Source: an optimization exercise on an open RTL-to-GDS flow (aim: small area and a short achievable clock period). Production flows keep margins and buffers that such runs may drop. At most, simulation tests tie the RTL to the original design; equivalence was not proved.

Design MrSimSimulation, start of the top module:
module MrSimSimulation(input clk, input reset,
    input [63:0] io_enq_dat,
    input  io_enq_val,
    output io_enq_rdy,
    output[63:0] io_deq_dat,
    output io_deq_val,
    input  io_deq_rdy
);
clock: 17.0 ns
lec_check: 0
cap_margin: 20
core_margin: 2
core_utilization: 40
cts_buf_list: sky130_fd_sc_hd__clkbuf_8
cts_cluster_size: 40
place_density: 0.6
slew_margin: 20
synth_hierarchical: 1
synth_minimum_keep_size: 0
standard.sh (not shown) runs the stock make flow with config.mk's settings and CLKGATE_MAP_FILE= SYNTH_SCRIPT=/design/flow/synth_recipe.tcl, a recipe that flattens the netlist after the stock synthesis.
==> flow/flow/run.sh <==
#!/bin/bash
# Standard synthesis, then the standard layout with the resizer aiming for a setup slack margin.
set -euo pipefail
bash standard.sh synth > synth.log 2>&1
bash standard.sh SETUP_SLACK_MARGIN=12.5  finish > layout.log 2>&1
Rerun with:
==> flow/flow/run.sh (replaced) <==
#!/bin/bash
# Standard synthesis, then the standard layout with the resizer aiming for a setup slack margin.
set -euo pipefail
bash standard.sh synth > synth.log 2>&1
bash standard.sh SETUP_SLACK_MARGIN=12.5 BUFFER_PORTS_ARGS='-buffer_cell sky130_fd_sc_hd__buf_1' finish > layout.log 2>&1
--- a/flow/config.mk
+++ b/flow/config.mk
@@ -10,4 +10,2 @@
 export CORE_UTILIZATION = 40
-export CTS_BUF_LIST = sky130_fd_sc_hd__clkbuf_8
-export CTS_CLUSTER_SIZE = 40
 export PLACE_DENSITY = 0.6
Global-route usage goes down by 0.35 points.
Design area goes down by 3.9%.
Critical path depth is unchanged.
Rerun with:
==> flow/flow/run.sh (replaced) <==
#!/bin/bash
# Standard synthesis, then the standard layout with the resizer aiming for a setup slack margin
# and small port buffers.
set -euo pipefail
bash standard.sh synth > synth.log 2>&1
bash standard.sh SETUP_SLACK_MARGIN=12.5 BUFFER_PORTS_ARGS='-buffer_cell sky130_fd_sc_hd__buf_1'  finish > layout.log 2>&1
--- a/flow/config.mk
+++ b/flow/config.mk
@@ -9,4 +9,6 @@
 export CORE_MARGIN = 2
-export CORE_UTILIZATION = 40
-export PLACE_DENSITY = 0.6
+export CORE_UTILIZATION = 60
+export CTS_BUF_LIST = sky130_fd_sc_hd__clkbuf_8
+export CTS_CLUSTER_SIZE = 40
+export PLACE_DENSITY = 0.75
 export SLEW_MARGIN = 20
Outcome: Area after synthesis is unchanged; via count rises by about 1.5%; wire length goes down by 6.6%; synthesized cell count is unchanged; critical path depth rose by 5; hold slack stays flat.
No run of this note included a check of the RTL's function; only the layout flow was run.

========
Another version of the RTL of MrSimSimulation (not shown whole).
Size in the first run: roughly 1,300 cells after synthesis, ~190 flip-flops, about 130 I/O pins, about 0.015 mm² of cells after synthesis.
Settings: LEC_CHECK=0, CAP_MARGIN=20, CORE_MARGIN=2, CORE_UTILIZATION=40, PLACE_DENSITY=0.6, SLEW_MARGIN=20, SYNTH_HIERARCHICAL=1, SYNTH_MINIMUM_KEEP_SIZE=0; clock period 17.0 ns.
==> flow/flow/run.sh <==
#!/bin/bash
# Standard synthesis, then the standard layout with the resizer aiming for a setup slack margin,
# small port buffers and a smaller clock tree.
set -euo pipefail
bash standard.sh synth > synth.log 2>&1
bash standard.sh SETUP_SLACK_MARGIN=12.35 BUFFER_PORTS_ARGS='-buffer_cell sky130_fd_sc_hd__buf_1' 'CTS_ARGS=-sink_clustering_enable -repair_clock_nets -dont_use_dummy_load -buf_list sky130_fd_sc_hd__clkbuf_16 -sink_clustering_size 30 -sink_clustering_max_diameter 100 -sink_clustering_levels 2' finish > layout.log 2>&1
Edit:
==> flow/flow/run.sh (replaced) <==
#!/bin/bash
# Standard synthesis, then the standard layout with the resizer aiming for a setup slack margin,
# small port buffers and a smaller clock tree.
set -euo pipefail
bash standard.sh synth > synth.log 2>&1
bash standard.sh SETUP_SLACK_MARGIN=12.35 BUFFER_PORTS_ARGS='-buffer_cell sky130_fd_sc_hd__buf_1' 'CTS_ARGS=-sink_clustering_enable -repair_clock_nets -dont_use_dummy_load -buf_list sky130_fd_sc_hd__clkbuf_16 -sink_clustering_size 30 -sink_clustering_max_diameter 100' finish > layout.log 2>&1
=> The new run went through all stages and came out clean. Maximum frequency stays the same. Register-to-register slack barely changes. Clock skew does not change. Sequential share of layout area is unchanged. Final area does not change. Die area is unchanged. Sequential cell count stays the same.
Edit:
==> flow/flow/run.sh (replaced) <==
#!/bin/bash
# Standard synthesis, then the standard layout with the resizer aiming for a setup slack margin,
# small port buffers and a smaller clock tree.
set -euo pipefail
bash standard.sh synth > synth.log 2>&1
bash standard.sh SETUP_SLACK_MARGIN=12.35 BUFFER_PORTS_ARGS='-buffer_cell sky130_fd_sc_hd__buf_2' 'CTS_ARGS=-sink_clustering_enable -repair_clock_nets -dont_use_dummy_load -buf_list sky130_fd_sc_hd__clkbuf_16 -sink_clustering_size 30 -sink_clustering_max_diameter 100' finish > layout.log 2>&1
Outcome: Utilization rises by 0.30 points; worst setup slack got worse by 0.026 ns; die area is unchanged; wire length drops by 0.39%; worst hold slack got worse by 0.016 ns.
Edit:
==> flow/flow/run.sh (replaced) <==
#!/bin/bash
# Standard synthesis, then the standard layout with the resizer aiming for a setup slack margin,
# small port buffers and a smaller clock tree.
set -euo pipefail
bash standard.sh synth > synth.log 2>&1
bash standard.sh SETUP_SLACK_MARGIN=12.45 BUFFER_PORTS_ARGS='-buffer_cell sky130_fd_sc_hd__buf_1' 'CTS_ARGS=-sink_clustering_enable -repair_clock_nets -dont_use_dummy_load -buf_list sky130_fd_sc_hd__clkbuf_16 -sink_clustering_size 30 -sink_clustering_max_diameter 100' finish > layout.log 2>&1
What happened: Fmax grows by 1.4%. Critical path depth came out lower by 1.
Edit:
==> flow/flow/run.sh (replaced) <==
#!/bin/bash
# Standard synthesis, then the standard layout with the resizer aiming for a setup slack margin,
# small port buffers and a smaller clock tree.
set -euo pipefail
bash standard.sh synth > synth.log 2>&1
bash standard.sh SETUP_SLACK_MARGIN=12.35 BUFFER_PORTS_ARGS='-buffer_cell sky130_fd_sc_hd__buf_1' 'CTS_ARGS=-sink_clustering_enable -repair_clock_nets -dont_use_dummy_load -buf_list sky130_fd_sc_hd__clkbuf_16 -sink_clustering_size 30 -sink_clustering_max_diameter 100 -distance_between_buffers 300 -branching_point_buffers_distance 300' finish > layout.log 2>&1
Outcome:
- die area is unchanged
- final area came out lower by 1.7%
- clock-buffer cell count stays the same
Edit:
==> flow/flow/run.sh (replaced) <==
#!/bin/bash
# Standard synthesis, then the standard layout with the resizer aiming for a setup slack margin,
# small port buffers and a smaller clock tree.
set -euo pipefail
bash standard.sh synth > synth.log 2>&1
bash standard.sh SETUP_SLACK_MARGIN=12.4 BUFFER_PORTS_ARGS='-buffer_cell sky130_fd_sc_hd__buf_1' 'CTS_ARGS=-sink_clustering_enable -repair_clock_nets -dont_use_dummy_load -buf_list sky130_fd_sc_hd__clkbuf_16 -sink_clustering_size 30 -sink_clustering_max_diameter 100' finish > layout.log 2>&1
Via count came out higher slightly.
Critical path depth does not change.
Area after synthesis stays the same.
Die area is unchanged.
Wire length came out lower by a few percent.
Final area climbs slightly.
Worst hold slack hardly moves.
Final cell count stays flat.

========
Another version of the RTL of MrSimSimulation (not shown whole).
Size in the first run: roughly 1500 cells after synthesis, ~230 flip-flops, roughly 130 I/O pins.
==> flow/design.v (excerpt) <==
module MrSimSimulation(input clk, input reset,
    input [63:0] io_enq_dat,
    input  io_enq_val,
    output io_enq_rdy,
    output[63:0] io_deq_dat,
    output io_deq_val,
    input  io_deq_rdy
);
  reg [8:0] df0, df1, df2, df3, df4, df5;
  reg [15:0] p1, p2, p3;
  reg v1, v2, v3;
  reg [16:0] e0, e1, e2;
  reg [1:0] c3;
  wire [7:0] px = io_enq_dat[55:48];
  wire [7:0] py = io_enq_dat[63:56];
  wire [8:0] dn0 = {1'b0, io_enq_dat[7:0]} - {1'b0, px};
  wire [8:0] dn1 = {1'b0, io_enq_dat[15:8]} - {1'b0, py};
  wire [8:0] dn2 = {1'b0, io_enq_dat[23:16]} - {1'b0, px};
  wire [8:0] dn3 = {1'b0, io_enq_dat[31:24]} - {1'b0, py};
  wire [8:0] dn4 = {1'b0, io_enq_dat[39:32]} - {1'b0, px};
  wire [8:0] dn5 = {1'b0, io_enq_dat[47:40]} - {1'b0, py};
  wire pp1 = df0[0] & df0[1];
  wire pp2 = df0[0] & df0[2];
  wire pp3 = df0[0] & df0[3];
  wire pp4 = df0[0] & df0[4];
  wire pp5 = df0[0] & df0[5];
  wire pp6 = df0[0] & df0[6];
  wire pp7 = df0[0] & df0[7];
  wire pp8 = df0[1] & df0[2];
  wire pp9 = df0[1] & df0[3];
  wire pp10 = df0[1] & df0[4];
  wire pp11 = df0[1] & df0[5];
  wire pp12 = df0[1] & df0[6];
  wire pp13 = df0[1] & df0[7];
  wire pp14 = df0[2] & df0[3];
  wire pp15 = df0[2] & df0[4];
  wire pp16 = df0[2] & df0[5];
  wire pp17 = df0[2] & df0[6];
  wire pp18 = df0[2] & df0[7];
  wire pp19 = df0[3] & df0[4];
  wire pp20 = df0[3] & df0[5];
  wire pp21 = df0[3] & df0[6];
  wire pp22 = df0[3] & df0[7];
  wire pp23 = df0[4] & df0[5];
  wire pp24 = df0[4] & df0[6];
  wire pp25 = df0[4] & df0[7];
  wire pp26 = df0[5] & df0[6];
  wire pp27 = df0[5] & df0[7];
  wire pp28 = df0[6] & df0[7];
  wire pn29 = df0[8] & ~df0[0];
  wire pn30 = df0[8] & ~df0[1];
  wire pn31 = df0[8] & ~df0[2];
  wire pn32 = df0[8] & ~df0[3];
  wire pn33 = df0[8] & ~df0[4];
  wire pn34 = df0[8] & ~df0[5];
  wire pn35 = df0[8] & ~df0[6];
  ...
==> flow/config.mk <==
export PLATFORM = sky130hd
export DESIGN_NAME = MrSimSimulation
export DESIGN_NICKNAME = MrSimSimulation
export VERILOG_FILES = /design/flow/design.v
export SDC_FILE = /design/flow/constraint.sdc
export NUM_CORES = 4
export LEC_CHECK = 0
export CAP_MARGIN = 20
export CORE_MARGIN = 2
export CORE_UTILIZATION = 40
export PLACE_DENSITY = 0.6
export SLEW_MARGIN = 20
export SYNTH_HIERARCHICAL = 1
export SYNTH_MINIMUM_KEEP_SIZE = 0
==> flow/constraint.sdc <==
create_clock -name core_clock -period 17.0 [get_ports {clk}]
set_input_delay 3.4000 -clock core_clock [delete_from_list [all_inputs] [get_ports {clk}]]
set_output_delay 3.4000 -clock core_clock [all_outputs]
set_load 0.01 [all_outputs]
==> flow/flow/run.sh <==
#!/bin/bash
# Standard synthesis, then the standard layout with the resizer aiming for a setup slack margin.
set -euo pipefail
bash standard.sh synth > synth.log 2>&1
bash standard.sh SETUP_SLACK_MARGIN=12.5 finish > layout.log 2>&1
The starting point ran to the end with no violations.
Edit:
==> flow/run.sh (new file) <==
#!/bin/bash
# synth_recipe.tcl (not shown) runs the flow's synth.tcl, then flattens the netlist and writes it again
# the make line also repeats each setting of config.mk as NAME=value (left out here)
make -C /OpenROAD-flow-scripts/flow DESIGN_CONFIG=/design/flow/config.mk WORK_HOME=/design/flow/orfs CLKGATE_MAP_FILE= SYNTH_SCRIPT=/design/flow/synth_recipe.tcl finish
removed: flow/flow/run.sh
removed: flow/standard.sh
The new run went through all stages and came out clean.
First-iteration DRC count increases by about a fifth.
Cell area decreases by a few percent.
Wire length decreases by a few percent.
Sequential share of layout area increases by 0.75 points.
Flip-flop and latch count does not change.
Edit:
CTS_BUF_LIST = sky130_fd_sc_hd__clkbuf_4   (was unset)
Result:
- The new run produced a clean layout
- critical path depth does not change
- worst setup slack improved by 0.17 ns
- die area does not change

-- static timing again, ports no longer ideal --
The flow's constraints put no driver on any port. The routed layouts listed below were extracted and timed again, unchanged, in two steps.
Step 1 (the two cells are an assumption about what drives the block):
set clk [get_ports {clk}]
set_driving_cell -lib_cell sky130_fd_sc_hd__clkbuf_16 $clk
set_driving_cell -lib_cell sky130_fd_sc_hd__buf_2 [delete_from_list [all_inputs] $clk]
Step 2 adds t to the input delays and takes it off the output delays; t is the mean of the earliest and latest rising clock arrival at the registers after step 1. Input paths then give back, and output paths get back, about the clock's delay inside the block.
a / b / c = no drivers / after step 1 / after step 2; a / b = the first two.
| run | t, ns | setup WS [ns] | hold WS [ns] | worst data-port slew with drivers (ns) |
|---|---|---|---|---|
| the first run of note 1 | 0.600 | 12.449 / 12.398 / 11.925 | 0.326 / 0.326 / 0.326 | 0.05 |
| the second run of note 1 | 0.591 | 12.504 / 12.450 / 11.990 | 0.326 / 0.326 / 0.326 | 0.05 |
| the third run of note 1 | 0.589 | 12.480 / 12.489 / 11.914 | 0.323 / 0.323 / 0.323 | 0.04 |
| the first run of note 2 | 0.466 | 12.428 / 12.448 / 11.983 | 0.317 / 0.317 / 0.317 | 0.10 |
| the second run of note 2 | 0.466 | 12.428 / 12.448 / 11.983 | 0.317 / 0.317 / 0.317 | 0.10 |
| the third run of note 2 | 0.469 | 12.402 / 12.413 / 11.944 | 0.301 / 0.301 / 0.301 | 0.09 |
| the fourth run of note 2 | 0.467 | 12.467 / 12.466 / 11.999 | 0.316 / 0.316 / 0.316 | 0.10 |
| the fifth run of note 2 | 0.472 | 12.404 / 12.427 / 11.955 | 0.317 / 0.317 / 0.317 | 0.10 |
| the sixth run of note 2 | 0.469 | 12.437 / 12.458 / 11.990 | 0.319 / 0.319 / 0.319 | 0.10 |
| the first run of note 3 | 0.582 | 12.507 / 12.460 / 11.954 | 0.324 / 0.324 / 0.324 | 0.04 |
| the second run of note 3 | 0.587 | 11.356 / 11.379 / 10.792 | 0.326 / 0.326 / 0.326 | 0.05 |
| the third run of note 3 | 0.761 | 11.522 / 11.544 / 10.783 | 0.326 / 0.326 / 0.326 | 0.05 |
After both steps every run listed still meets setup and hold. For the third run of note 3, which loses most, drivers alone change the setup slack by +0.022 ns; drivers and shift together by -0.739 ns.
